This is an optimization exercise on Yosys and OpenROAD, whose aim is small area, a short achievable clock period and few clock cycles, not a production implementation. For this run, only the layout was checked, not whether the RTL still works.

## flow/config.mk

```make
export PLATFORM = sky130hd
export DESIGN_NAME = goldschmidt_divider_q4_4
export DESIGN_NICKNAME = goldschmidt_divider_q4_4
export VERILOG_FILES = /design/flow/design.v
export SDC_FILE = /design/flow/constraint.sdc
export NUM_CORES = 4
export LEC_CHECK = 0
export CAP_MARGIN = 20
export CORE_MARGIN = 2
export CORE_UTILIZATION = 40
export SETUP_SLACK_MARGIN = 1.5
export SLEW_MARGIN = 20
```

## flow/flow/run.sh

```bash
#!/bin/bash
set -euo pipefail
bash standard.sh MATCH_CELL_FOOTPRINT=0 finish > standard.log 2>&1
```

## flow/design.v

```verilog
module goldschmidt_divider_q4_4 (
    input  wire       clk,
    input  wire       rst_n,
    input  wire       start,
    input  wire [7:0] numerator,
    input  wire [7:0] denominator,
    output wire [7:0] quotient,
    output reg        valid,
    output reg        error
);
    reg busy;
    always @(posedge clk or negedge rst_n) begin
        if (!rst_n) begin
            busy  <= 1'b0;
            valid <= 1'b0;
        end else begin
            busy  <= start;
            valid <= busy;
        end
    end
    wire       sgn0 = numerator[7] ^ denominator[7];
    wire [7:0] nr0  = numerator[7]   ? -numerator   : numerator;
    wire [7:0] dr0  = denominator[7] ? -denominator : denominator;
    reg [2:0] p0, cls0;
    always @(*) begin
        casez (dr0)
            8'b1???????: begin p0 = 3'd7; cls0 = dr0[6:4]; end
            8'b01??????: begin p0 = 3'd6; cls0 = dr0[5:3]; end
            8'b001?????: begin p0 = 3'd5; cls0 = dr0[4:2]; end
            8'b0001????: begin p0 = 3'd4; cls0 = dr0[3:1]; end
            8'b00001???: begin p0 = 3'd3; cls0 = dr0[2:0]; end
            8'b000001??: begin p0 = 3'd2; cls0 = {dr0[1:0], 1'b0}; end
            8'b0000001?: begin p0 = 3'd1; cls0 = {dr0[0], 2'b0}; end
            default:     begin p0 = 3'd0; cls0 = 3'd0; end
        endcase
    end
    reg [4:0] bd0, bd1;
    reg [2:0] bd2;
    always @(*) begin
        case ({nr0[2:0], 1'b0})
            4'b0000:          bd0 = 5'b00000;
            4'b0010:          bd0 = 5'b00001;
            4'b0100:          bd0 = 5'b00010;
            4'b0110:          bd0 = 5'b00100;
            4'b1000:          bd0 = 5'b11000;
            4'b1010:          bd0 = 5'b10100;
            4'b1100:          bd0 = 5'b10010;
            default:          bd0 = 5'b10001;
        endcase
        case (nr0[5:2])
            4'b0000, 4'b1111: bd1 = 5'b00000;
            4'b0001, 4'b0010: bd1 = 5'b00001;
            4'b0011, 4'b0100: bd1 = 5'b00010;
            4'b0101, 4'b0110: bd1 = 5'b00100;
            4'b0111:          bd1 = 5'b01000;
            4'b1000:          bd1 = 5'b11000;
            4'b1001, 4'b1010: bd1 = 5'b10100;
            4'b1011, 4'b1100: bd1 = 5'b10010;
            default:          bd1 = 5'b10001;
        endcase
        bd2 = {1'b0, nr0[7] | (nr0[6] & nr0[5]), ~nr0[7] & (nr0[6] ^ nr0[5])};
    end
    reg [7:0] rom0;
    always @(*) begin
        case (nr0[6:0])
            7'd0: rom0 = 8'd0;
            7'd1: rom0 = 8'd187;
            7'd2: rom0 = 8'd229;
            7'd3: rom0 = 8'd108;
            7'd4: rom0 = 8'd242;
            7'd5: rom0 = 8'd173;
            7'd6: rom0 = 8'd215;
            7'd7: rom0 = 8'd94;
            7'd8: rom0 = 8'd229;
            7'd9: rom0 = 8'd15;
            7'd10: rom0 = 8'd202;
            7'd11: rom0 = 8'd81;
            7'd12: rom0 = 8'd122;
            7'd13: rom0 = 8'd1;
            7'd14: rom0 = 8'd188;
            7'd15: rom0 = 8'd67;
            7'd16: rom0 = 8'd109;
            7'd17: rom0 = 8'd244;
            7'd18: rom0 = 8'd123;
            7'd19: rom0 = 8'd216;
            7'd20: rom0 = 8'd95;
            7'd21: rom0 = 8'd230;
            7'd22: rom0 = 8'd16;
            7'd23: rom0 = 8'd203;
            7'd24: rom0 = 8'd82;
            7'd25: rom0 = 8'd217;
            7'd26: rom0 = 8'd3;
            7'd27: rom0 = 8'd138;
            7'd28: rom0 = 8'd68;
            7'd29: rom0 = 8'd110;
            7'd30: rom0 = 8'd245;
            7'd31: rom0 = 8'd124;
            7'd32: rom0 = 8'd166;
            7'd33: rom0 = 8'd97;
            7'd34: rom0 = 8'd232;
            7'd35: rom0 = 8'd111;
            7'd36: rom0 = 8'd153;
            7'd37: rom0 = 8'd83;
            7'd38: rom0 = 8'd218;
            7'd39: rom0 = 8'd4;
            7'd40: rom0 = 8'd139;
            7'd41: rom0 = 8'd18;
            7'd42: rom0 = 8'd112;
            7'd43: rom0 = 8'd247;
            7'd44: rom0 = 8'd125;
            7'd45: rom0 = 8'd4;
            7'd46: rom0 = 8'd98;
            7'd47: rom0 = 8'd233;
            7'd48: rom0 = 8'd112;
            7'd49: rom0 = 8'd154;
            7'd50: rom0 = 8'd33;
            7'd51: rom0 = 8'd220;
            7'd52: rom0 = 8'd5;
            7'd53: rom0 = 8'd140;
            7'd54: rom0 = 8'd19;
            7'd55: rom0 = 8'd206;
            7'd56: rom0 = 8'd248;
            7'd57: rom0 = 8'd127;
            7'd58: rom0 = 8'd6;
            7'd59: rom0 = 8'd47;
            7'd60: rom0 = 8'd234;
            7'd61: rom0 = 8'd113;
            7'd62: rom0 = 8'd155;
            7'd63: rom0 = 8'd34;
            7'd64: rom0 = 8'd169;
            7'd65: rom0 = 8'd100;
            7'd66: rom0 = 8'd141;
            7'd67: rom0 = 8'd20;
            7'd68: rom0 = 8'd155;
            7'd69: rom0 = 8'd249;
            7'd70: rom0 = 8'd128;
            7'd71: rom0 = 8'd7;
            7'd72: rom0 = 8'd49;
            7'd73: rom0 = 8'd183;
            7'd74: rom0 = 8'd114;
            7'd75: rom0 = 8'd249;
            7'd76: rom0 = 8'd35;
            7'd77: rom0 = 8'd170;
            7'd78: rom0 = 8'd101;
            7'd79: rom0 = 8'd143;
            7'd80: rom0 = 8'd21;
            7'd81: rom0 = 8'd156;
            7'd82: rom0 = 8'd198;
            7'd83: rom0 = 8'd129;
            7'd84: rom0 = 8'd8;
            7'd85: rom0 = 8'd143;
            7'd86: rom0 = 8'd58;
            7'd87: rom0 = 8'd245;
            7'd88: rom0 = 8'd30;
            7'd89: rom0 = 8'd165;
            7'd90: rom0 = 8'd44;
            7'd91: rom0 = 8'd179;
            7'd92: rom0 = 8'd17;
            7'd93: rom0 = 8'd152;
            7'd94: rom0 = 8'd31;
            7'd95: rom0 = 8'd72;
            7'd96: rom0 = 8'd207;
            7'd97: rom0 = 8'd138;
            7'd98: rom0 = 8'd180;
            7'd99: rom0 = 8'd59;
            7'd100: rom0 = 8'd194;
            7'd101: rom0 = 8'd125;
            7'd102: rom0 = 8'd166;
            7'd103: rom0 = 8'd45;
            7'd104: rom0 = 8'd180;
            7'd105: rom0 = 8'd222;
            7'd106: rom0 = 8'd153;
            7'd107: rom0 = 8'd32;
            7'd108: rom0 = 8'd74;
            7'd109: rom0 = 8'd208;
            7'd110: rom0 = 8'd139;
            7'd111: rom0 = 8'd18;
            7'd112: rom0 = 8'd60;
            7'd113: rom0 = 8'd195;
            7'd114: rom0 = 8'd74;
            7'd115: rom0 = 8'd168;
            7'd116: rom0 = 8'd47;
            7'd117: rom0 = 8'd181;
            7'd118: rom0 = 8'd223;
            7'd119: rom0 = 8'd154;
            7'd120: rom0 = 8'd33;
            7'd121: rom0 = 8'd168;
            7'd122: rom0 = 8'd210;
            7'd123: rom0 = 8'd89;
            7'd124: rom0 = 8'd19;
            7'd125: rom0 = 8'd61;
            7'd126: rom0 = 8'd196;
            7'd127: rom0 = 8'd75;
        endcase
    end
    wire dz0   = (denominator == 8'd0);
    wire eq0   = (nr0 == dr0);
    wire d160  = (dr0 == 8'h10);
    wire d1280 = (denominator == 8'h80);
    reg [7:0] spec0;
    always @(*) begin
        if (dz0)       spec0 = 8'h00;
        else if (eq0)  spec0 = 8'h10;
        else if (d160) spec0 = nr0;
        else           spec0 = rom0;
    end
    reg [4:0]  bdg0, bdg1;
    reg [2:0]  bdg2;
    reg [2:0]  pa, cls;
    reg        sgna, dza, usespa;
    reg [7:0]  speca;
    always @(posedge clk) begin
        bdg0   <= bd0;
        bdg1   <= bd1;
        bdg2   <= bd2;
        pa     <= p0;
        cls    <= cls0;
        sgna   <= sgn0;
        dza    <= dz0;
        usespa <= dz0 | eq0 | d160 | d1280;
        speca  <= spec0;
    end
    wire [12:0] k1 = ({13{cls == 3'd0}} & 13'd7224) |
        ({13{cls == 3'd1}} & 13'd6783) |
        ({13{cls == 3'd2}} & 13'd6240) |
        ({13{cls == 3'd3}} & 13'd5840) |
        ({13{cls == 3'd4}} & 13'd5328) |
        ({13{cls == 3'd5}} & 13'd5004) |
        ({13{cls == 3'd6}} & 13'd4658) |
        ({13{cls == 3'd7}} & 13'd4369);
    wire [14:0] k3 = ({15{cls == 3'd0}} & 15'd21672) |
        ({15{cls == 3'd1}} & 15'd20349) |
        ({15{cls == 3'd2}} & 15'd18720) |
        ({15{cls == 3'd3}} & 15'd17520) |
        ({15{cls == 3'd4}} & 15'd15984) |
        ({15{cls == 3'd5}} & 15'd15012) |
        ({15{cls == 3'd6}} & 15'd13974) |
        ({15{cls == 3'd7}} & 15'd13107);
    wire       bs0 = bdg0[4], bs1 = bdg1[4];
    wire [4:1] bm0 = bdg0[3:0], bm1 = bdg1[3:0];
    wire [4:1] bm2 = {2'b00, bdg2[1:0]};
    wire m1_1;
    wire m1_2;
    wire m1_3;
    wire m1_4;
    wire m1_5;
    wire m1_6;
    wire m1_7;
    wire m1_8;
    wire m1_9;
    wire m1_10;
    wire m1_11;
    wire m1_12;
    wire m1_13;
    wire m1_14;
    wire m1_15;
    wire m1_16;
    wire m1_17;
    wire m1_18;
    wire m1_19;
    wire m1_20;
    wire m1_21;
    wire m1_22;
    wire m1_23;
    wire m1_24;
    wire m1_25;
    wire m1_26;
    wire m1_27;
    wire m1_28;
    wire m1_29;
    wire m1_30;
    wire m1_31;
    wire m1_32;
    wire m1_33;
    wire m1_34;
    assign m1_1 = bs1 ^ (bs0 ^ ((bm0[1] & k1[3]) | (bm0[2] & k1[2]) | (bm0[3] & k3[3]) | (bm0[4] & k1[1])));
    assign m1_2 = bs1 & (bs0 ^ ((bm0[1] & k1[3]) | (bm0[2] & k1[2]) | (bm0[3] & k3[3]) | (bm0[4] & k1[1])));
    assign m1_3 = (bs0 ^ ((bm0[1] & k1[4]) | (bm0[2] & k1[3]) | (bm0[3] & k3[4]) | (bm0[4] & k1[2]))) ^ (bs1 ^ ((bm1[1] & k1[1]) | (bm1[2] & k1[0]) | (bm1[3] & k3[1])));
    assign m1_4 = (bs0 ^ ((bm0[1] & k1[4]) | (bm0[2] & k1[3]) | (bm0[3] & k3[4]) | (bm0[4] & k1[2]))) & (bs1 ^ ((bm1[1] & k1[1]) | (bm1[2] & k1[0]) | (bm1[3] & k3[1])));
    assign m1_5 = (bs0 ^ ((bm0[1] & k1[5]) | (bm0[2] & k1[4]) | (bm0[3] & k3[5]) | (bm0[4] & k1[3]))) ^ (bs1 ^ ((bm1[1] & k1[2]) | (bm1[2] & k1[1]) | (bm1[3] & k3[2]) | (bm1[4] & k1[0])));
    assign m1_6 = (bs0 ^ ((bm0[1] & k1[5]) | (bm0[2] & k1[4]) | (bm0[3] & k3[5]) | (bm0[4] & k1[3]))) & (bs1 ^ ((bm1[1] & k1[2]) | (bm1[2] & k1[1]) | (bm1[3] & k3[2]) | (bm1[4] & k1[0])));
    assign m1_7 = (bs0 ^ ((bm0[1] & k1[6]) | (bm0[2] & k1[5]) | (bm0[3] & k3[6]) | (bm0[4] & k1[4]))) ^ (bs1 ^ ((bm1[1] & k1[3]) | (bm1[2] & k1[2]) | (bm1[3] & k3[3]) | (bm1[4] & k1[1]))) ^ ((bm2[1] & k1[0]));
    assign m1_8 = ((bs0 ^ ((bm0[1] & k1[6]) | (bm0[2] & k1[5]) | (bm0[3] & k3[6]) | (bm0[4] & k1[4]))) & (bs1 ^ ((bm1[1] & k1[3]) | (bm1[2] & k1[2]) | (bm1[3] & k3[3]) | (bm1[4] & k1[1])))) | ((bs0 ^ ((bm0[1] & k1[6]) | (bm0[2] & k1[5]) | (bm0[3] & k3[6]) | (bm0[4] & k1[4]))) & ((bm2[1] & k1[0]))) | ((bs1 ^ ((bm1[1] & k1[3]) | (bm1[2] & k1[2]) | (bm1[3] & k3[3]) | (bm1[4] & k1[1]))) & ((bm2[1] & k1[0])));
    assign m1_9 = (bs0 ^ ((bm0[1] & k1[7]) | (bm0[2] & k1[6]) | (bm0[3] & k3[7]) | (bm0[4] & k1[5]))) ^ (bs1 ^ ((bm1[1] & k1[4]) | (bm1[2] & k1[3]) | (bm1[3] & k3[4]) | (bm1[4] & k1[2]))) ^ ((bm2[1] & k1[1]) | (bm2[2] & k1[0]));
    assign m1_10 = ((bs0 ^ ((bm0[1] & k1[7]) | (bm0[2] & k1[6]) | (bm0[3] & k3[7]) | (bm0[4] & k1[5]))) & (bs1 ^ ((bm1[1] & k1[4]) | (bm1[2] & k1[3]) | (bm1[3] & k3[4]) | (bm1[4] & k1[2])))) | ((bs0 ^ ((bm0[1] & k1[7]) | (bm0[2] & k1[6]) | (bm0[3] & k3[7]) | (bm0[4] & k1[5]))) & ((bm2[1] & k1[1]) | (bm2[2] & k1[0]))) | ((bs1 ^ ((bm1[1] & k1[4]) | (bm1[2] & k1[3]) | (bm1[3] & k3[4]) | (bm1[4] & k1[2]))) & ((bm2[1] & k1[1]) | (bm2[2] & k1[0])));
    assign m1_11 = (bs0 ^ ((bm0[1] & k1[8]) | (bm0[2] & k1[7]) | (bm0[3] & k3[8]) | (bm0[4] & k1[6]))) ^ (bs1 ^ ((bm1[1] & k1[5]) | (bm1[2] & k1[4]) | (bm1[3] & k3[5]) | (bm1[4] & k1[3]))) ^ ((bm2[1] & k1[2]) | (bm2[2] & k1[1]));
    assign m1_12 = ((bs0 ^ ((bm0[1] & k1[8]) | (bm0[2] & k1[7]) | (bm0[3] & k3[8]) | (bm0[4] & k1[6]))) & (bs1 ^ ((bm1[1] & k1[5]) | (bm1[2] & k1[4]) | (bm1[3] & k3[5]) | (bm1[4] & k1[3])))) | ((bs0 ^ ((bm0[1] & k1[8]) | (bm0[2] & k1[7]) | (bm0[3] & k3[8]) | (bm0[4] & k1[6]))) & ((bm2[1] & k1[2]) | (bm2[2] & k1[1]))) | ((bs1 ^ ((bm1[1] & k1[5]) | (bm1[2] & k1[4]) | (bm1[3] & k3[5]) | (bm1[4] & k1[3]))) & ((bm2[1] & k1[2]) | (bm2[2] & k1[1])));
    assign m1_13 = (bs0 ^ ((bm0[1] & k1[9]) | (bm0[2] & k1[8]) | (bm0[3] & k3[9]) | (bm0[4] & k1[7]))) ^ (bs1 ^ ((bm1[1] & k1[6]) | (bm1[2] & k1[5]) | (bm1[3] & k3[6]) | (bm1[4] & k1[4]))) ^ ((bm2[1] & k1[3]) | (bm2[2] & k1[2]));
    assign m1_14 = ((bs0 ^ ((bm0[1] & k1[9]) | (bm0[2] & k1[8]) | (bm0[3] & k3[9]) | (bm0[4] & k1[7]))) & (bs1 ^ ((bm1[1] & k1[6]) | (bm1[2] & k1[5]) | (bm1[3] & k3[6]) | (bm1[4] & k1[4])))) | ((bs0 ^ ((bm0[1] & k1[9]) | (bm0[2] & k1[8]) | (bm0[3] & k3[9]) | (bm0[4] & k1[7]))) & ((bm2[1] & k1[3]) | (bm2[2] & k1[2]))) | ((bs1 ^ ((bm1[1] & k1[6]) | (bm1[2] & k1[5]) | (bm1[3] & k3[6]) | (bm1[4] & k1[4]))) & ((bm2[1] & k1[3]) | (bm2[2] & k1[2])));
    assign m1_15 = (bs0 ^ ((bm0[1] & k1[10]) | (bm0[2] & k1[9]) | (bm0[3] & k3[10]) | (bm0[4] & k1[8]))) ^ (bs1 ^ ((bm1[1] & k1[7]) | (bm1[2] & k1[6]) | (bm1[3] & k3[7]) | (bm1[4] & k1[5]))) ^ ((bm2[1] & k1[4]) | (bm2[2] & k1[3]));
    assign m1_16 = ((bs0 ^ ((bm0[1] & k1[10]) | (bm0[2] & k1[9]) | (bm0[3] & k3[10]) | (bm0[4] & k1[8]))) & (bs1 ^ ((bm1[1] & k1[7]) | (bm1[2] & k1[6]) | (bm1[3] & k3[7]) | (bm1[4] & k1[5])))) | ((bs0 ^ ((bm0[1] & k1[10]) | (bm0[2] & k1[9]) | (bm0[3] & k3[10]) | (bm0[4] & k1[8]))) & ((bm2[1] & k1[4]) | (bm2[2] & k1[3]))) | ((bs1 ^ ((bm1[1] & k1[7]) | (bm1[2] & k1[6]) | (bm1[3] & k3[7]) | (bm1[4] & k1[5]))) & ((bm2[1] & k1[4]) | (bm2[2] & k1[3])));
    assign m1_17 = (bs0 ^ ((bm0[1] & k1[11]) | (bm0[2] & k1[10]) | (bm0[3] & k3[11]) | (bm0[4] & k1[9]))) ^ (bs1 ^ ((bm1[1] & k1[8]) | (bm1[2] & k1[7]) | (bm1[3] & k3[8]) | (bm1[4] & k1[6]))) ^ ((bm2[1] & k1[5]) | (bm2[2] & k1[4]));
    assign m1_18 = ((bs0 ^ ((bm0[1] & k1[11]) | (bm0[2] & k1[10]) | (bm0[3] & k3[11]) | (bm0[4] & k1[9]))) & (bs1 ^ ((bm1[1] & k1[8]) | (bm1[2] & k1[7]) | (bm1[3] & k3[8]) | (bm1[4] & k1[6])))) | ((bs0 ^ ((bm0[1] & k1[11]) | (bm0[2] & k1[10]) | (bm0[3] & k3[11]) | (bm0[4] & k1[9]))) & ((bm2[1] & k1[5]) | (bm2[2] & k1[4]))) | ((bs1 ^ ((bm1[1] & k1[8]) | (bm1[2] & k1[7]) | (bm1[3] & k3[8]) | (bm1[4] & k1[6]))) & ((bm2[1] & k1[5]) | (bm2[2] & k1[4])));
    assign m1_19 = (bs0 ^ ((bm0[1] & k1[12]) | (bm0[2] & k1[11]) | (bm0[3] & k3[12]) | (bm0[4] & k1[10]))) ^ (bs1 ^ ((bm1[1] & k1[9]) | (bm1[2] & k1[8]) | (bm1[3] & k3[9]) | (bm1[4] & k1[7]))) ^ ((bm2[1] & k1[6]) | (bm2[2] & k1[5]));
    assign m1_20 = ((bs0 ^ ((bm0[1] & k1[12]) | (bm0[2] & k1[11]) | (bm0[3] & k3[12]) | (bm0[4] & k1[10]))) & (bs1 ^ ((bm1[1] & k1[9]) | (bm1[2] & k1[8]) | (bm1[3] & k3[9]) | (bm1[4] & k1[7])))) | ((bs0 ^ ((bm0[1] & k1[12]) | (bm0[2] & k1[11]) | (bm0[3] & k3[12]) | (bm0[4] & k1[10]))) & ((bm2[1] & k1[6]) | (bm2[2] & k1[5]))) | ((bs1 ^ ((bm1[1] & k1[9]) | (bm1[2] & k1[8]) | (bm1[3] & k3[9]) | (bm1[4] & k1[7]))) & ((bm2[1] & k1[6]) | (bm2[2] & k1[5])));
    assign m1_21 = (bs0 ^ ((bm0[2] & k1[12]) | (bm0[3] & k3[13]) | (bm0[4] & k1[11]))) ^ (bs1 ^ ((bm1[1] & k1[10]) | (bm1[2] & k1[9]) | (bm1[3] & k3[10]) | (bm1[4] & k1[8]))) ^ ((bm2[1] & k1[7]) | (bm2[2] & k1[6]));
    assign m1_22 = ((bs0 ^ ((bm0[2] & k1[12]) | (bm0[3] & k3[13]) | (bm0[4] & k1[11]))) & (bs1 ^ ((bm1[1] & k1[10]) | (bm1[2] & k1[9]) | (bm1[3] & k3[10]) | (bm1[4] & k1[8])))) | ((bs0 ^ ((bm0[2] & k1[12]) | (bm0[3] & k3[13]) | (bm0[4] & k1[11]))) & ((bm2[1] & k1[7]) | (bm2[2] & k1[6]))) | ((bs1 ^ ((bm1[1] & k1[10]) | (bm1[2] & k1[9]) | (bm1[3] & k3[10]) | (bm1[4] & k1[8]))) & ((bm2[1] & k1[7]) | (bm2[2] & k1[6])));
    assign m1_23 = (bs0 ^ ((bm0[3] & k3[14]) | (bm0[4] & k1[12]))) ^ (bs1 ^ ((bm1[1] & k1[11]) | (bm1[2] & k1[10]) | (bm1[3] & k3[11]) | (bm1[4] & k1[9]))) ^ ((bm2[1] & k1[8]) | (bm2[2] & k1[7]));
    assign m1_24 = ((bs0 ^ ((bm0[3] & k3[14]) | (bm0[4] & k1[12]))) & (bs1 ^ ((bm1[1] & k1[11]) | (bm1[2] & k1[10]) | (bm1[3] & k3[11]) | (bm1[4] & k1[9])))) | ((bs0 ^ ((bm0[3] & k3[14]) | (bm0[4] & k1[12]))) & ((bm2[1] & k1[8]) | (bm2[2] & k1[7]))) | ((bs1 ^ ((bm1[1] & k1[11]) | (bm1[2] & k1[10]) | (bm1[3] & k3[11]) | (bm1[4] & k1[9]))) & ((bm2[1] & k1[8]) | (bm2[2] & k1[7])));
    assign m1_25 = bs0 ^ (bs1 ^ ((bm1[1] & k1[12]) | (bm1[2] & k1[11]) | (bm1[3] & k3[12]) | (bm1[4] & k1[10]))) ^ ((bm2[1] & k1[9]) | (bm2[2] & k1[8]));
    assign m1_26 = (bs0 & (bs1 ^ ((bm1[1] & k1[12]) | (bm1[2] & k1[11]) | (bm1[3] & k3[12]) | (bm1[4] & k1[10])))) | (bs0 & ((bm2[1] & k1[9]) | (bm2[2] & k1[8]))) | ((bs1 ^ ((bm1[1] & k1[12]) | (bm1[2] & k1[11]) | (bm1[3] & k3[12]) | (bm1[4] & k1[10]))) & ((bm2[1] & k1[9]) | (bm2[2] & k1[8])));
    assign m1_27 = bs0 ^ (bs1 ^ ((bm1[2] & k1[12]) | (bm1[3] & k3[13]) | (bm1[4] & k1[11]))) ^ ((bm2[1] & k1[10]) | (bm2[2] & k1[9]));
    assign m1_28 = (bs0 & (bs1 ^ ((bm1[2] & k1[12]) | (bm1[3] & k3[13]) | (bm1[4] & k1[11])))) | (bs0 & ((bm2[1] & k1[10]) | (bm2[2] & k1[9]))) | ((bs1 ^ ((bm1[2] & k1[12]) | (bm1[3] & k3[13]) | (bm1[4] & k1[11]))) & ((bm2[1] & k1[10]) | (bm2[2] & k1[9])));
    assign m1_29 = bs0 ^ (bs1 ^ ((bm1[3] & k3[14]) | (bm1[4] & k1[12]))) ^ ((bm2[1] & k1[11]) | (bm2[2] & k1[10]));
    assign m1_30 = (bs0 & (bs1 ^ ((bm1[3] & k3[14]) | (bm1[4] & k1[12])))) | (bs0 & ((bm2[1] & k1[11]) | (bm2[2] & k1[10]))) | ((bs1 ^ ((bm1[3] & k3[14]) | (bm1[4] & k1[12]))) & ((bm2[1] & k1[11]) | (bm2[2] & k1[10])));
    assign m1_31 = ~bs0 ^ ~bs1 ^ ((bm2[1] & k1[12]) | (bm2[2] & k1[11]));
    assign m1_32 = (~bs0 & ~bs1) | (~bs0 & ((bm2[1] & k1[12]) | (bm2[2] & k1[11]))) | (~bs1 & ((bm2[1] & k1[12]) | (bm2[2] & k1[11])));
    assign m1_33 = 1'b1 ^ ((bm2[2] & k1[12]));
    assign m1_34 = 1'b1 & ((bm2[2] & k1[12]));
    wire [19:0] x_a = {m1_33, m1_31, m1_29, m1_27, m1_25, m1_23, m1_21, m1_19, m1_17, m1_15, m1_13, m1_11, m1_9, m1_7, m1_5, m1_3, m1_1, (bs0 ^ ((bm0[1] & k1[2]) | (bm0[2] & k1[1]) | (bm0[3] & k3[2]) | (bm0[4] & k1[0]))), (bs0 ^ ((bm0[1] & k1[1]) | (bm0[2] & k1[0]) | (bm0[3] & k3[1]))), bs0};
    wire [19:0] x_b = {m1_32, m1_30, m1_28, m1_26, m1_24, m1_22, m1_20, m1_18, m1_16, m1_14, m1_12, m1_10, m1_8, m1_6, m1_4, m1_2, (bs1 ^ ((bm1[1] & k1[0]) | (bm1[3] & k3[0]))), 1'b0, 1'b0, (bs0 ^ ((bm0[1] & k1[0]) | (bm0[3] & k3[0])))};
    wire [19:0] x  = x_a + x_b;
    wire [11:0] n2 = x[19:8];
    wire [1:0] s3 = ({2{cls == 3'd1}} & 2'd1) |
        ({2{cls == 3'd2}} & 2'd2) |
        ({2{cls == 3'd3}} & 2'd2) |
        ({2{cls == 3'd4}} & 2'd2) |
        ({2{cls == 3'd5}} & 2'd2) |
        ({2{cls == 3'd6}} & 2'd2) |
        ({2{cls == 3'd7}} & 2'd2);
    wire [1:0] es = ({2{cls == 3'd0}} & 2'd1) |
        ({2{cls == 3'd2}} & 2'd2) |
        ({2{cls == 3'd4}} & 2'd1);
    wire [2:0] e1 = ({3{cls == 3'd0}} & 3'd1) |
        ({3{cls == 3'd1}} & 3'd4) |
        ({3{cls == 3'd2}} & 3'd7) |
        ({3{cls == 3'd3}} & 3'd2) |
        ({3{cls == 3'd4}} & 3'd1) |
        ({3{cls == 3'd7}} & 3'd1);
    wire [2:0] e2 = ({3{cls == 3'd0}} & 3'd4) |
        ({3{cls == 3'd1}} & 3'd1) |
        ({3{cls == 3'd3}} & 3'd1) |
        ({3{cls == 3'd4}} & 3'd2) |
        ({3{cls == 3'd5}} & 3'd1) |
        ({3{cls == 3'd6}} & 3'd1);
    wire [20:0] c2 = ({21{cls == 3'd0}} & 21'd57345) |
        ({21{cls == 3'd1}} & 21'd65536) |
        ({21{cls == 3'd2}} & 21'd32772) |
        ({21{cls == 3'd3}} & 21'd65536) |
        ({21{cls == 3'd4}} & 21'd57345) |
        ({21{cls == 3'd5}} & 21'd65536) |
        ({21{cls == 3'd6}} & 21'd65536) |
        ({21{cls == 3'd7}} & 21'd65536);
    wire es_0 = es[0], es_1 = es[1];
    wire e1_0 = e1[0], e1_1 = e1[1], e1_2 = e1[2];
    wire e2_0 = e2[0], e2_1 = e2[1], e2_2 = e2[2];
    wire m2_1;
    wire m2_2;
    wire m2_3;
    wire m2_4;
    wire m2_5;
    wire m2_6;
    wire m2_7;
    wire m2_8;
    wire m2_9;
    wire m2_10;
    wire m2_11;
    wire m2_12;
    wire m2_13;
    wire m2_14;
    wire m2_15;
    wire m2_16;
    wire m2_17;
    wire m2_18;
    wire m2_19;
    wire m2_20;
    wire m2_21;
    wire m2_22;
    wire m2_23;
    wire m2_24;
    wire m2_25;
    wire m2_26;
    wire m2_27;
    wire m2_28;
    wire m2_29;
    wire m2_30;
    wire m2_31;
    wire m2_32;
    wire m2_33;
    wire m2_34;
    wire m2_35;
    wire m2_36;
    wire m2_37;
    wire m2_38;
    wire m2_39;
    wire m2_40;
    wire m2_41;
    wire m2_42;
    wire m2_43;
    wire m2_44;
    wire m2_45;
    wire m2_46;
    wire m2_47;
    wire m2_48;
    wire m2_49;
    wire m2_50;
    assign m2_1 = n2[0] ^ (es_0 ^ ((e1_0 & n2[8]) | (e2_0 & n2[7])));
    assign m2_2 = n2[0] & (es_0 ^ ((e1_0 & n2[8]) | (e2_0 & n2[7])));
    assign m2_3 = n2[1] ^ (es_0 ^ ((e1_0 & n2[9]) | (e2_0 & n2[8]))) ^ (es_1 ^ ((e1_1 & n2[7]) | (e2_1 & n2[6])));
    assign m2_4 = (n2[1] & (es_0 ^ ((e1_0 & n2[9]) | (e2_0 & n2[8])))) | (n2[1] & (es_1 ^ ((e1_1 & n2[7]) | (e2_1 & n2[6])))) | ((es_0 ^ ((e1_0 & n2[9]) | (e2_0 & n2[8]))) & (es_1 ^ ((e1_1 & n2[7]) | (e2_1 & n2[6]))));
    assign m2_5 = n2[2] ^ (es_0 ^ ((e1_0 & n2[10]) | (e2_0 & n2[9]))) ^ (es_1 ^ ((e1_1 & n2[8]) | (e2_1 & n2[7])));
    assign m2_6 = (n2[2] & (es_0 ^ ((e1_0 & n2[10]) | (e2_0 & n2[9])))) | (n2[2] & (es_1 ^ ((e1_1 & n2[8]) | (e2_1 & n2[7])))) | ((es_0 ^ ((e1_0 & n2[10]) | (e2_0 & n2[9]))) & (es_1 ^ ((e1_1 & n2[8]) | (e2_1 & n2[7]))));
    assign m2_7 = n2[3] ^ (es_0 ^ ((e1_0 & n2[11]) | (e2_0 & n2[10]))) ^ (es_1 ^ ((e1_1 & n2[9]) | (e2_1 & n2[8])));
    assign m2_8 = (n2[3] & (es_0 ^ ((e1_0 & n2[11]) | (e2_0 & n2[10])))) | (n2[3] & (es_1 ^ ((e1_1 & n2[9]) | (e2_1 & n2[8])))) | ((es_0 ^ ((e1_0 & n2[11]) | (e2_0 & n2[10]))) & (es_1 ^ ((e1_1 & n2[9]) | (e2_1 & n2[8]))));
    assign m2_9 = n2[4] ^ (es_0 ^ ((e2_0 & n2[11]))) ^ (es_1 ^ ((e1_1 & n2[10]) | (e2_1 & n2[9])));
    assign m2_10 = (n2[4] & (es_0 ^ ((e2_0 & n2[11])))) | (n2[4] & (es_1 ^ ((e1_1 & n2[10]) | (e2_1 & n2[9])))) | ((es_0 ^ ((e2_0 & n2[11]))) & (es_1 ^ ((e1_1 & n2[10]) | (e2_1 & n2[9]))));
    assign m2_11 = n2[5] ^ c2[13] ^ (es_1 ^ ((e1_1 & n2[11]) | (e2_1 & n2[10])));
    assign m2_12 = (n2[5] & c2[13]) | (n2[5] & (es_1 ^ ((e1_1 & n2[11]) | (e2_1 & n2[10])))) | (c2[13] & (es_1 ^ ((e1_1 & n2[11]) | (e2_1 & n2[10]))));
    assign m2_13 = n2[6] ^ c2[14] ^ (es_1 ^ ((e2_1 & n2[11])));
    assign m2_14 = (n2[6] & c2[14]) | (n2[6] & (es_1 ^ ((e2_1 & n2[11])))) | (c2[14] & (es_1 ^ ((e2_1 & n2[11]))));
    assign m2_15 = n2[7] ^ c2[15];
    assign m2_16 = n2[7] & c2[15];
    assign m2_17 = n2[8] ^ c2[16];
    assign m2_18 = n2[8] & c2[16];
    assign m2_19 = c2[2] ^ (es_0 ^ ((e1_0 & n2[2]) | (e2_0 & n2[1])));
    assign m2_20 = c2[2] & (es_0 ^ ((e1_0 & n2[2]) | (e2_0 & n2[1])));
    assign m2_21 = (es_0 ^ ((e1_0 & n2[3]) | (e2_0 & n2[2]))) ^ (es_1 ^ ((e1_1 & n2[1]) | (e2_1 & n2[0])));
    assign m2_22 = (es_0 ^ ((e1_0 & n2[3]) | (e2_0 & n2[2]))) & (es_1 ^ ((e1_1 & n2[1]) | (e2_1 & n2[0])));
    assign m2_23 = (es_0 ^ ((e1_0 & n2[4]) | (e2_0 & n2[3]))) ^ (es_1 ^ ((e1_1 & n2[2]) | (e2_1 & n2[1]))) ^ ((e1_2 & n2[0]));
    assign m2_24 = ((es_0 ^ ((e1_0 & n2[4]) | (e2_0 & n2[3]))) & (es_1 ^ ((e1_1 & n2[2]) | (e2_1 & n2[1])))) | ((es_0 ^ ((e1_0 & n2[4]) | (e2_0 & n2[3]))) & ((e1_2 & n2[0]))) | ((es_1 ^ ((e1_1 & n2[2]) | (e2_1 & n2[1]))) & ((e1_2 & n2[0])));
    assign m2_25 = (es_0 ^ ((e1_0 & n2[5]) | (e2_0 & n2[4]))) ^ (es_1 ^ ((e1_1 & n2[3]) | (e2_1 & n2[2]))) ^ ((e1_2 & n2[1]) | (e2_2 & n2[0]));
    assign m2_26 = ((es_0 ^ ((e1_0 & n2[5]) | (e2_0 & n2[4]))) & (es_1 ^ ((e1_1 & n2[3]) | (e2_1 & n2[2])))) | ((es_0 ^ ((e1_0 & n2[5]) | (e2_0 & n2[4]))) & ((e1_2 & n2[1]) | (e2_2 & n2[0]))) | ((es_1 ^ ((e1_1 & n2[3]) | (e2_1 & n2[2]))) & ((e1_2 & n2[1]) | (e2_2 & n2[0])));
    assign m2_27 = (es_0 ^ ((e1_0 & n2[6]) | (e2_0 & n2[5]))) ^ (es_1 ^ ((e1_1 & n2[4]) | (e2_1 & n2[3]))) ^ ((e1_2 & n2[2]) | (e2_2 & n2[1]));
    assign m2_28 = ((es_0 ^ ((e1_0 & n2[6]) | (e2_0 & n2[5]))) & (es_1 ^ ((e1_1 & n2[4]) | (e2_1 & n2[3])))) | ((es_0 ^ ((e1_0 & n2[6]) | (e2_0 & n2[5]))) & ((e1_2 & n2[2]) | (e2_2 & n2[1]))) | ((es_1 ^ ((e1_1 & n2[4]) | (e2_1 & n2[3]))) & ((e1_2 & n2[2]) | (e2_2 & n2[1])));
    assign m2_29 = (es_0 ^ ((e1_0 & n2[7]) | (e2_0 & n2[6]))) ^ (es_1 ^ ((e1_1 & n2[5]) | (e2_1 & n2[4]))) ^ ((e1_2 & n2[3]) | (e2_2 & n2[2]));
    assign m2_30 = ((es_0 ^ ((e1_0 & n2[7]) | (e2_0 & n2[6]))) & (es_1 ^ ((e1_1 & n2[5]) | (e2_1 & n2[4])))) | ((es_0 ^ ((e1_0 & n2[7]) | (e2_0 & n2[6]))) & ((e1_2 & n2[3]) | (e2_2 & n2[2]))) | ((es_1 ^ ((e1_1 & n2[5]) | (e2_1 & n2[4]))) & ((e1_2 & n2[3]) | (e2_2 & n2[2])));
    assign m2_31 = (es_1 ^ ((e1_1 & n2[6]) | (e2_1 & n2[5]))) ^ ((e1_2 & n2[4]) | (e2_2 & n2[3])) ^ m2_1;
    assign m2_32 = ((es_1 ^ ((e1_1 & n2[6]) | (e2_1 & n2[5]))) & ((e1_2 & n2[4]) | (e2_2 & n2[3]))) | ((es_1 ^ ((e1_1 & n2[6]) | (e2_1 & n2[5]))) & m2_1) | (((e1_2 & n2[4]) | (e2_2 & n2[3])) & m2_1);
    assign m2_33 = ((e1_2 & n2[5]) | (e2_2 & n2[4])) ^ m2_2 ^ m2_3;
    assign m2_34 = (((e1_2 & n2[5]) | (e2_2 & n2[4])) & m2_2) | (((e1_2 & n2[5]) | (e2_2 & n2[4])) & m2_3) | (m2_2 & m2_3);
    assign m2_35 = ((e1_2 & n2[6]) | (e2_2 & n2[5])) ^ m2_4 ^ m2_5;
    assign m2_36 = (((e1_2 & n2[6]) | (e2_2 & n2[5])) & m2_4) | (((e1_2 & n2[6]) | (e2_2 & n2[5])) & m2_5) | (m2_4 & m2_5);
    assign m2_37 = ((e1_2 & n2[7]) | (e2_2 & n2[6])) ^ m2_6 ^ m2_7;
    assign m2_38 = (((e1_2 & n2[7]) | (e2_2 & n2[6])) & m2_6) | (((e1_2 & n2[7]) | (e2_2 & n2[6])) & m2_7) | (m2_6 & m2_7);
    assign m2_39 = ((e1_2 & n2[8]) | (e2_2 & n2[7])) ^ m2_8 ^ m2_9;
    assign m2_40 = (((e1_2 & n2[8]) | (e2_2 & n2[7])) & m2_8) | (((e1_2 & n2[8]) | (e2_2 & n2[7])) & m2_9) | (m2_8 & m2_9);
    assign m2_41 = ((e1_2 & n2[9]) | (e2_2 & n2[8])) ^ m2_10 ^ m2_11;
    assign m2_42 = (((e1_2 & n2[9]) | (e2_2 & n2[8])) & m2_10) | (((e1_2 & n2[9]) | (e2_2 & n2[8])) & m2_11) | (m2_10 & m2_11);
    assign m2_43 = ((e1_2 & n2[10]) | (e2_2 & n2[9])) ^ m2_12 ^ m2_13;
    assign m2_44 = (((e1_2 & n2[10]) | (e2_2 & n2[9])) & m2_12) | (((e1_2 & n2[10]) | (e2_2 & n2[9])) & m2_13) | (m2_12 & m2_13);
    assign m2_45 = m2_15 ^ ((e1_2 & n2[11]) | (e2_2 & n2[10])) ^ m2_14;
    assign m2_46 = (m2_15 & ((e1_2 & n2[11]) | (e2_2 & n2[10]))) | (m2_15 & m2_14) | (((e1_2 & n2[11]) | (e2_2 & n2[10])) & m2_14);
    assign m2_47 = m2_16 ^ m2_17 ^ ((e2_2 & n2[11]));
    assign m2_48 = (m2_16 & m2_17) | (m2_16 & ((e2_2 & n2[11]))) | (m2_17 & ((e2_2 & n2[11])));
    assign m2_49 = n2[9] ^ m2_18;
    assign m2_50 = n2[9] & m2_18;
    wire [20:0] y_a = {1'b0, n2[11], n2[10], m2_49, m2_47, m2_45, m2_43, m2_41, m2_39, m2_37, m2_35, m2_33, m2_31, m2_29, m2_27, m2_25, m2_23, m2_21, m2_19, (es_0 ^ ((e1_0 & n2[1]) | (e2_0 & n2[0]))), c2[0]};
    wire [20:0] y_b = {1'b0, 1'b0, m2_50, m2_48, m2_46, m2_44, m2_42, m2_40, m2_38, m2_36, m2_34, m2_32, m2_30, m2_28, m2_26, m2_24, m2_22, m2_20, (es_1 ^ ((e1_1 & n2[0]))), 1'b0, (es_0 ^ ((e1_0 & n2[0])))};
    wire [8:0] ylo = {1'b0, y_a[7:0]} + {1'b0, y_b[7:0]};
    reg [12:0] ysb, ycb;
    reg        c8b, sg;
    reg [6:0]  ph;
    reg [1:0]  sb;
    always @(posedge clk) begin
        ysb   <= usespa ? {4'd0, speca, 1'b0} : y_a[20:8];
        ycb   <= usespa ? 13'h100 : y_b[20:8];
        c8b   <= ~usespa & ylo[8];
        ph    <= usespa ? 7'd1 : (7'd1 << pa);
        sb    <= usespa ? 2'd3 : s3;
        sg    <= sgna;
        error <= dza;
    end
    wire [9:0] lo10 = {1'b0, ysb[8:0]} + {1'b0, ycb[8:0]} + {9'd0, c8b};
    reg [12:0] ysh, ych;
    reg        cs;
    reg [8:0]  dd;
    always @(*) begin
        case (sb)
            2'd0:    begin ysh = {6'd0, ysb[12:6]}; ych = {6'd0, ycb[12:6]}; cs = lo10[6] ^ ysb[6] ^ ycb[6]; dd = 9'd260; end
            2'd1:    begin ysh = {7'd0, ysb[12:7]}; ych = {7'd0, ycb[12:7]}; cs = lo10[7] ^ ysb[7] ^ ycb[7]; dd = 9'd258; end
            2'd2:    begin ysh = {8'd0, ysb[12:8]}; ych = {8'd0, ycb[12:8]}; cs = lo10[8] ^ ysb[8] ^ ycb[8]; dd = 9'd257; end
            default: begin ysh = 13'd0;             ych = 13'd0;             cs = 1'b0;                   dd = 9'd256; end
        endcase
    end
    wire [14:0] gk = {8'd0, ph} + {14'd0, sg} + (sg ? {6'd0, dd} : -{6'd0, dd});
    wire v_1;
    wire v_2;
    wire v_3;
    wire v_4;
    wire v_5;
    wire v_6;
    wire v_7;
    wire v_8;
    wire v_9;
    wire v_10;
    wire v_11;
    wire v_12;
    wire v_13;
    wire v_14;
    wire v_15;
    wire v_16;
    wire v_17;
    wire v_18;
    wire v_19;
    wire v_20;
    wire v_21;
    wire v_22;
    wire v_23;
    wire v_24;
    wire v_25;
    wire v_26;
    wire v_27;
    wire v_28;
    wire v_29;
    wire v_30;
    wire v_31;
    wire v_32;
    wire v_33;
    wire v_34;
    wire v_35;
    wire v_36;
    wire v_37;
    wire v_38;
    wire v_39;
    wire v_40;
    wire v_41;
    wire v_42;
    wire v_43;
    wire v_44;
    wire v_45;
    wire v_46;
    wire v_47;
    wire v_48;
    wire v_49;
    wire v_50;
    wire v_51;
    wire v_52;
    wire v_53;
    wire v_54;
    wire v_55;
    wire v_56;
    wire v_57;
    wire v_58;
    wire v_59;
    wire v_60;
    wire v_61;
    wire v_62;
    wire v_63;
    wire v_64;
    wire v_65;
    wire v_66;
    wire v_67;
    wire v_68;
    wire v_69;
    wire v_70;
    wire v_71;
    wire v_72;
    wire v_73;
    wire v_74;
    wire v_75;
    wire v_76;
    wire v_77;
    wire v_78;
    wire v_79;
    wire v_80;
    wire v_81;
    wire v_82;
    wire v_83;
    wire v_84;
    wire v_85;
    wire v_86;
    wire v_87;
    wire v_88;
    wire v_89;
    wire v_90;
    wire v_91;
    wire v_92;
    wire v_93;
    wire v_94;
    wire v_95;
    wire v_96;
    wire v_97;
    wire v_98;
    wire v_99;
    wire v_100;
    wire v_101;
    wire v_102;
    wire v_103;
    wire v_104;
    wire v_105;
    wire v_106;
    wire v_107;
    wire v_108;
    wire v_109;
    wire v_110;
    assign v_1 = (ysb[0] ^ sg) ^ (ycb[0] ^ sg);
    assign v_2 = (ysb[0] ^ sg) & (ycb[0] ^ sg);
    assign v_3 = (c8b ^ sg) ^ v_1 ^ (ysh[0] ^ sg);
    assign v_4 = ((c8b ^ sg) & v_1) | ((c8b ^ sg) & (ysh[0] ^ sg)) | (v_1 & (ysh[0] ^ sg));
    assign v_5 = (ysb[1] ^ sg) ^ (ycb[1] ^ sg) ^ v_2;
    assign v_6 = ((ysb[1] ^ sg) & (ycb[1] ^ sg)) | ((ysb[1] ^ sg) & v_2) | ((ycb[1] ^ sg) & v_2);
    assign v_7 = (ysh[1] ^ sg) ^ (ych[1] ^ sg);
    assign v_8 = (ysh[1] ^ sg) & (ych[1] ^ sg);
    assign v_9 = (ysb[2] ^ sg) ^ (ycb[2] ^ sg) ^ (ysh[2] ^ sg);
    assign v_10 = ((ysb[2] ^ sg) & (ycb[2] ^ sg)) | ((ysb[2] ^ sg) & (ysh[2] ^ sg)) | ((ycb[2] ^ sg) & (ysh[2] ^ sg));
    assign v_11 = (ych[2] ^ sg) ^ gk[2];
    assign v_12 = (ych[2] ^ sg) & gk[2];
    assign v_13 = (ysb[3] ^ sg) ^ (ycb[3] ^ sg) ^ (ysh[3] ^ sg);
    assign v_14 = ((ysb[3] ^ sg) & (ycb[3] ^ sg)) | ((ysb[3] ^ sg) & (ysh[3] ^ sg)) | ((ycb[3] ^ sg) & (ysh[3] ^ sg));
    assign v_15 = (ych[3] ^ sg) ^ gk[3];
    assign v_16 = (ych[3] ^ sg) & gk[3];
    assign v_17 = (ysb[4] ^ sg) ^ (ycb[4] ^ sg) ^ (ysh[4] ^ sg);
    assign v_18 = ((ysb[4] ^ sg) & (ycb[4] ^ sg)) | ((ysb[4] ^ sg) & (ysh[4] ^ sg)) | ((ycb[4] ^ sg) & (ysh[4] ^ sg));
    assign v_19 = (ych[4] ^ sg) ^ gk[4];
    assign v_20 = (ych[4] ^ sg) & gk[4];
    assign v_21 = (ysb[5] ^ sg) ^ (ycb[5] ^ sg) ^ (ysh[5] ^ sg);
    assign v_22 = ((ysb[5] ^ sg) & (ycb[5] ^ sg)) | ((ysb[5] ^ sg) & (ysh[5] ^ sg)) | ((ycb[5] ^ sg) & (ysh[5] ^ sg));
    assign v_23 = (ych[5] ^ sg) ^ gk[5];
    assign v_24 = (ych[5] ^ sg) & gk[5];
    assign v_25 = (ysb[6] ^ sg) ^ (ycb[6] ^ sg) ^ (ysh[6] ^ sg);
    assign v_26 = ((ysb[6] ^ sg) & (ycb[6] ^ sg)) | ((ysb[6] ^ sg) & (ysh[6] ^ sg)) | ((ycb[6] ^ sg) & (ysh[6] ^ sg));
    assign v_27 = (ych[6] ^ sg) ^ gk[6];
    assign v_28 = (ych[6] ^ sg) & gk[6];
    assign v_29 = (ysb[7] ^ sg) ^ (ycb[7] ^ sg) ^ (ysh[7] ^ sg);
    assign v_30 = ((ysb[7] ^ sg) & (ycb[7] ^ sg)) | ((ysb[7] ^ sg) & (ysh[7] ^ sg)) | ((ycb[7] ^ sg) & (ysh[7] ^ sg));
    assign v_31 = (ych[7] ^ sg) ^ gk[7];
    assign v_32 = (ych[7] ^ sg) & gk[7];
    assign v_33 = (ysb[8] ^ sg) ^ (ycb[8] ^ sg) ^ (ysh[8] ^ sg);
    assign v_34 = ((ysb[8] ^ sg) & (ycb[8] ^ sg)) | ((ysb[8] ^ sg) & (ysh[8] ^ sg)) | ((ycb[8] ^ sg) & (ysh[8] ^ sg));
    assign v_35 = (ych[8] ^ sg) ^ gk[8];
    assign v_36 = (ych[8] ^ sg) & gk[8];
    assign v_37 = (ysb[9] ^ sg) ^ (ycb[9] ^ sg) ^ (ysh[9] ^ sg);
    assign v_38 = ((ysb[9] ^ sg) & (ycb[9] ^ sg)) | ((ysb[9] ^ sg) & (ysh[9] ^ sg)) | ((ycb[9] ^ sg) & (ysh[9] ^ sg));
    assign v_39 = (ych[9] ^ sg) ^ gk[9];
    assign v_40 = (ych[9] ^ sg) & gk[9];
    assign v_41 = (ysb[10] ^ sg) ^ (ycb[10] ^ sg) ^ (ysh[10] ^ sg);
    assign v_42 = ((ysb[10] ^ sg) & (ycb[10] ^ sg)) | ((ysb[10] ^ sg) & (ysh[10] ^ sg)) | ((ycb[10] ^ sg) & (ysh[10] ^ sg));
    assign v_43 = (ych[10] ^ sg) ^ gk[10];
    assign v_44 = (ych[10] ^ sg) & gk[10];
    assign v_45 = (ysb[11] ^ sg) ^ (ycb[11] ^ sg) ^ (ysh[11] ^ sg);
    assign v_46 = ((ysb[11] ^ sg) & (ycb[11] ^ sg)) | ((ysb[11] ^ sg) & (ysh[11] ^ sg)) | ((ycb[11] ^ sg) & (ysh[11] ^ sg));
    assign v_47 = (ych[11] ^ sg) ^ gk[11];
    assign v_48 = (ych[11] ^ sg) & gk[11];
    assign v_49 = (ysb[12] ^ sg) ^ (ycb[12] ^ sg) ^ (ysh[12] ^ sg);
    assign v_50 = ((ysb[12] ^ sg) & (ycb[12] ^ sg)) | ((ysb[12] ^ sg) & (ysh[12] ^ sg)) | ((ycb[12] ^ sg) & (ysh[12] ^ sg));
    assign v_51 = (ych[12] ^ sg) ^ gk[12];
    assign v_52 = (ych[12] ^ sg) & gk[12];
    assign v_53 = (ych[0] ^ sg) ^ gk[0];
    assign v_54 = (ych[0] ^ sg) & gk[0];
    assign v_55 = gk[1] ^ v_5 ^ v_7;
    assign v_56 = (gk[1] & v_5) | (gk[1] & v_7) | (v_5 & v_7);
    assign v_57 = v_6 ^ v_8 ^ v_11;
    assign v_58 = (v_6 & v_8) | (v_6 & v_11) | (v_8 & v_11);
    assign v_59 = v_12 ^ v_15 ^ v_10;
    assign v_60 = (v_12 & v_15) | (v_12 & v_10) | (v_15 & v_10);
    assign v_61 = v_16 ^ v_19 ^ v_14;
    assign v_62 = (v_16 & v_19) | (v_16 & v_14) | (v_19 & v_14);
    assign v_63 = v_20 ^ v_23 ^ v_18;
    assign v_64 = (v_20 & v_23) | (v_20 & v_18) | (v_23 & v_18);
    assign v_65 = v_24 ^ v_27 ^ v_22;
    assign v_66 = (v_24 & v_27) | (v_24 & v_22) | (v_27 & v_22);
    assign v_67 = v_28 ^ v_31 ^ v_26;
    assign v_68 = (v_28 & v_31) | (v_28 & v_26) | (v_31 & v_26);
    assign v_69 = v_32 ^ v_35 ^ v_30;
    assign v_70 = (v_32 & v_35) | (v_32 & v_30) | (v_35 & v_30);
    assign v_71 = v_36 ^ v_39 ^ v_34;
    assign v_72 = (v_36 & v_39) | (v_36 & v_34) | (v_39 & v_34);
    assign v_73 = v_40 ^ v_43 ^ v_38;
    assign v_74 = (v_40 & v_43) | (v_40 & v_38) | (v_43 & v_38);
    assign v_75 = v_44 ^ v_47 ^ v_42;
    assign v_76 = (v_44 & v_47) | (v_44 & v_42) | (v_47 & v_42);
    assign v_77 = v_48 ^ v_51 ^ v_46;
    assign v_78 = (v_48 & v_51) | (v_48 & v_46) | (v_51 & v_46);
    assign v_79 = gk[13] ^ v_52;
    assign v_80 = gk[13] & v_52;
    assign v_81 = v_53 ^ (cs ^ sg);
    assign v_82 = v_53 & (cs ^ sg);
    assign v_83 = v_54 ^ v_4 ^ v_55;
    assign v_84 = (v_54 & v_4) | (v_54 & v_55) | (v_4 & v_55);
    assign v_85 = v_9 ^ v_56 ^ v_57;
    assign v_86 = (v_9 & v_56) | (v_9 & v_57) | (v_56 & v_57);
    assign v_87 = v_13 ^ v_58 ^ v_59;
    assign v_88 = (v_13 & v_58) | (v_13 & v_59) | (v_58 & v_59);
    assign v_89 = v_17 ^ v_60 ^ v_61;
    assign v_90 = (v_17 & v_60) | (v_17 & v_61) | (v_60 & v_61);
    assign v_91 = v_21 ^ v_62 ^ v_63;
    assign v_92 = (v_21 & v_62) | (v_21 & v_63) | (v_62 & v_63);
    assign v_93 = v_25 ^ v_64 ^ v_65;
    assign v_94 = (v_25 & v_64) | (v_25 & v_65) | (v_64 & v_65);
    assign v_95 = v_29 ^ v_66 ^ v_67;
    assign v_96 = (v_29 & v_66) | (v_29 & v_67) | (v_66 & v_67);
    assign v_97 = v_33 ^ v_68 ^ v_69;
    assign v_98 = (v_33 & v_68) | (v_33 & v_69) | (v_68 & v_69);
    assign v_99 = v_37 ^ v_70 ^ v_71;
    assign v_100 = (v_37 & v_70) | (v_37 & v_71) | (v_70 & v_71);
    assign v_101 = v_41 ^ v_72 ^ v_73;
    assign v_102 = (v_41 & v_72) | (v_41 & v_73) | (v_72 & v_73);
    assign v_103 = v_45 ^ v_74 ^ v_75;
    assign v_104 = (v_45 & v_74) | (v_45 & v_75) | (v_74 & v_75);
    assign v_105 = v_49 ^ v_76 ^ v_77;
    assign v_106 = (v_49 & v_76) | (v_49 & v_77) | (v_76 & v_77);
    assign v_107 = v_50 ^ v_79 ^ v_78;
    assign v_108 = (v_50 & v_79) | (v_50 & v_78) | (v_79 & v_78);
    assign v_109 = gk[14] ^ v_80;
    assign v_110 = gk[14] & v_80;
    wire [14:0] v_a = {v_109, v_107, v_105, v_103, v_101, v_99, v_97, v_95, v_93, v_91, v_89, v_87, v_85, v_83, v_81};
    wire [14:0] v_b = {v_108, v_106, v_104, v_102, v_100, v_98, v_96, v_94, v_92, v_90, v_88, v_86, v_84, v_82, v_3};
    wire [14:0] v  = v_a + v_b;
    assign quotient = ({8{ph[0]}} & v[8:1])  | ({8{ph[1]}} & v[9:2])  |
                      ({8{ph[2]}} & v[10:3]) | ({8{ph[3]}} & v[11:4]) |
                      ({8{ph[4]}} & v[12:5]) | ({8{ph[5]}} & v[13:6]) |
                      ({8{ph[6]}} & v[14:7]);
endmodule
```

## flow/constraint.sdc

```tcl
create_clock -name core_clock -period 8.0 [get_ports {clk}]
set_input_delay 1.6000 -clock core_clock [delete_from_list [all_inputs] [get_ports {clk}]]
set_output_delay 1.6000 -clock core_clock [all_outputs]
set_load 0.01 [all_outputs]
```

## flow/standard.sh

```bash
#!/bin/bash
# synth_recipe.tcl (not shown) runs the flow's synth.tcl, then flattens the netlist and writes it again
# the make line also repeats each setting of config.mk as NAME=value (left out here)
make -C /OpenROAD-flow-scripts/flow DESIGN_CONFIG=/design/flow/config.mk WORK_HOME=/design/flow/orfs CLKGATE_MAP_FILE= SYNTH_SCRIPT=/design/flow/synth_recipe.tcl "${@:-finish}"
```

==> summary.txt <==
-- registers in the layout, summed over array words and instances (netlist names), 2 cells and up --
register,cells
cls,3
bdg2,2
ycb,11
sb,2
ysb,12
pa,3
speca,8
ph,7
bdg1,5
bdg0,5
-- layout by cell type (no fill, tap or decap), drive strengths merged, types with 17 or more instances in the layout --
master / instances
nand2: 147
a21oi: 133
nor2: 130
o21ai: 111
xnor2: 98
ha: 98
inv: 95
buf: 76
dfxtp: 64
fa: 60
xor2: 36
nor3: 34
nand3: 29
a211oi: 25
a31oi: 24
nor2b: 23
a22oi: 23
clkdlybuf4s50: 20
o22ai: 19
o211ai: 17
-- worst reg2reg max path, delay by kind of cell (launching register included) --
family | cells | cell delay (ns)
AO/OA/AOI/OAI | 9 | 2.08
XOR/XNOR | 2 | 0.44
adder cells (fa/ha/maj) | 4 | 1.75
buffers and inverters | 3 | 0.42
flip-flops | 1 | 0.44
multiplexers | 1 | 0.26
AND/OR/NAND/NOR | 4 | 0.74
-- metal layers --
layer,GRT usage,part of all wire
met2,0.387,0.48
met5,0,0
met1,0.308,0.42
met4,0.0672,0.026
met3,0.0322,0.071
-- through the flow --
stage | instance area, µm² | hold slack (ns) | setup WS, ns | instances
2_1_floorplan | 11600 | 0.309 | 1.41 | 1525
3_3_place_gp | 12200 | 0.313 | 0.621 | 1849
3_5_place_dp | 12200 | 0.319 | 0.490 | 1849
4_1_cts | 12900 | 0.329 | 0.668 | 1891
5_1_grt | 13200 | 0.338 | 0.364 | 1909
6_report | 13200 | 0.328 | 0.670 | 1909
-- logic make-up after synthesis --
logic type,Yosys count
simple gates,431
compound gates,497
mux,21
buf+inv,212
fa+ha+maj,162
xor+xnor,134
flops,66
other cells,1
-- worst paths after layout --
| path | slack, ns | to | depth (start not counted) |
|---|---|---|---|
| setup / recovery | 0.67 | quotient[7] | 22 |
| hold / removal | 0.33 | sg | 0 |
| setup reg to reg | 1.76 | ysb[3] | 23 |
| hold reg to reg | 0.33 | sg | 0 |
| max in group asynchronous | 6.47 | valid | 1 |
| min in group asynchronous | 1.42 | busy | 1 |
-- final cells by class --
class / count / area, µm²
Fill cell: 2908 / 15400
Tap cell: 384 / 480
Clock inverter: 7 / 77.6
Clock buffer: 9 / 225
Sequential cell: 66 / 1350
Multi-Input combinational cell: 1247 / 9850
Timing Repair Buffer: 100 / 836
Inverter: 96 / 377
-- timing repair --
action	4_1_cts	5_1_grt
setup endpoints to repair	14	18
buffers inserted	26	18
pin swaps	38	37
resized for setup	63	41
-- cell usage after synthesis, types with 15 or more instances --
master / instances / area share
a21oi_1: 128 / 0.055
o211ai_1: 15 / 0.0098
xnor2_1: 95 / 0.072
dfxtp_1: 64 / 0.11
xor2_1: 29 / 0.022
a31oi_1: 24 / 0.013
clkbuf_1: 71 / 0.023
ha_1: 98 / 0.11
a211oi_1: 20 / 0.013
o21a_1: 16 / 0.010
inv_1: 88 / 0.029
nor2_1: 128 / 0.042
buf_2: 18 / 0.0078
o22ai_1: 19 / 0.010
o21ai_0: 101 / 0.044
a222oi_1: 16 / 0.014
nor2b_1: 23 / 0.012
buf_1: 21 / 0.0068
nor3_1: 33 / 0.014
nand3_1: 29 / 0.013
a22oi_1: 23 / 0.015
fa_1: 60 / 0.10
nand2_1: 147 / 0.048
==> key figures <==
Min path
  • Tightest Hold Check Type: reg2reg
  • Hold_sp: sgna

Synth
  • Adder and majority gate portion of the synthesized area: 0.214
  • XOR/XNOR Fraction of Synth Area: 0.109
  • Cell area after synthesis: around 12000 µm²
  • Synth async-reset ratio: 0.0303
  • Mapped Avg Cell Area: 7.58 µm²
  • Post-synthesis compound-gate area fraction: 0.296
  • Number of synthesis warnings: 1
  • Register area share after synthesis: 0.115
  • Post-Synth Simple-Gate Area: 0.171
  • Main combinational cell family by area after synthesis: compound AO/OA/AOI/OAI gates
  • Mapped Cells: approximately 1500
  • Multiplexer share of the synthesized area: 0.0207
  • Yosys cell types: 96
  • Count of state elements after synthesis: between 60 and 70
  • Main flop type after synthesis: dfxtp_1
  • Post-synth EDFFs: 0

Floorplanning
  • # rows: 62
  • Starting Density: 0.404
  • Boundary pin count: 29
  • Die H: about 170 µm
  • Core area: 28500 µm²
  • Die Width: about 170 µm
  • Die area: 30200 µm²

Worst setup path
  • Startpoint Class: flip-flop
  • Buf/Inv on CP: 3
  • Setup CP Type: reg2out
  • Crit path from: sb[0]
  • Slowest cell delay on critical path: 0.57 ns
  • Worst EP arrival: approximately 5.7 ns
  • Element type at the critical path end: output port
  • Reg2reg start: cls[0]
  • Cells along the critical path: inv_4 > ha_4 > fa_2 > fa_2 > a21o_1 > a21oi_2 > o21bai_1 > a21o_1 > xnor2_1 > ha_1 > fa_1 > fa_1 > ha_4 > nand3_4 > o211ai_1 > nand2_1 > xnor2_1 > buf_4 > a222oi_1 > a21boi_2 > o2111ai_2 > buf_2
  • Critical path's slowest cell: fa_1
  • WP data required: 6.40 ns
  • Top fanout value on the critical path: 4
  • CP delay by family, top: adder cells

STA
  • Hold violation total from the final report: 0
  • Period utilization: 0.916
  • Max Slew Vio Count: 0
  • Post-layout minimum cycle time: 7.33 ns
  • Clk_skew: 0.00638 ns
  • Fmax: 0.136 GHz
  • Worst-Margin Slew: 0.976 ns
  • Final setup TNS: 0 ns
  • RSZ-0062 raised after global routing: yes
  • # setup viols final: 0
  • Slew headroom: 0.349

GRT
  • Largest net degree at the start of global routing: 75
  • Grt ovf: 0
  • First-pass GRT wire length: 57700 µm
  • Vias in the first global route: 11033
  • Initial antenna violation count: 0
  • Global Route Usage Sum: 0.230

Detailed routing
  • WL final: 35700 µm
  • Wire per inst: approximately 19 µm
  • Vias: 11563
  • First-pass DRT Iterations: 6
  • Post-DR vias/cell: 6.06
  • Final ANT Viol Nets: 0
  • DRC errors left: 0
  • DRT iter0 DRCs: 1162

Clocking
  • Root buffer cell: clkbuf_16
  • Clock-pin slew on the worst setup and hold paths: 0.06 ns
  • Num Clock Sinks: 66
  • Max clock buf depth: 2
  • CTS Hold Bufs: 0
  • CTS tree: built
  • Num CTS Buffers: 9
  • Depth of the CTS H-tree: 3
  • Latest clock arrival within the worst-skew pair: 0.33 ns

Layout
  • Final-stage net count: 1697
  • Share of cells above drive strength 1: 0.158
  • Final core area utilization: 0.462
  • ANT cells: 0
  • Layout area overhead: 14.3%

Status
  • Status: no timing/DRC/antenna violations

Placed design
  • Routability cong.: 0.945
  • Port Buffers: 28
  • Post-DP HPWL: about 26000 µm

Job
  • # Max-Cap Violations: 0

[what the ideal ports hide]
The flow's constraints put no driver on any port. The routed layout listed below was extracted and timed again, unchanged, in two steps. Step 1 assumes that a clkbuf_16 drives the clock port and a buf_2 every other input. Step 2 moves the port delays by t, midway between the first and last clock arrival at a register: inputs arrive t later, outputs are due t later. That takes back most of the time a late clock gives input paths. a / b / c = no drivers / after step 1 / after step 2; a / b = the first two.
shift t [ns]: 0.376
setup WS [ns]: 0.670 / 0.620 / 0.996
slew at the worst register clock pin (ns): 0.06 / 0.06
pins driven straight from the clock port: 1
After both steps setup and hold are still met in this run. For this run, drivers alone change the setup slack by -0.050 ns; drivers and shift together by +0.326 ns.
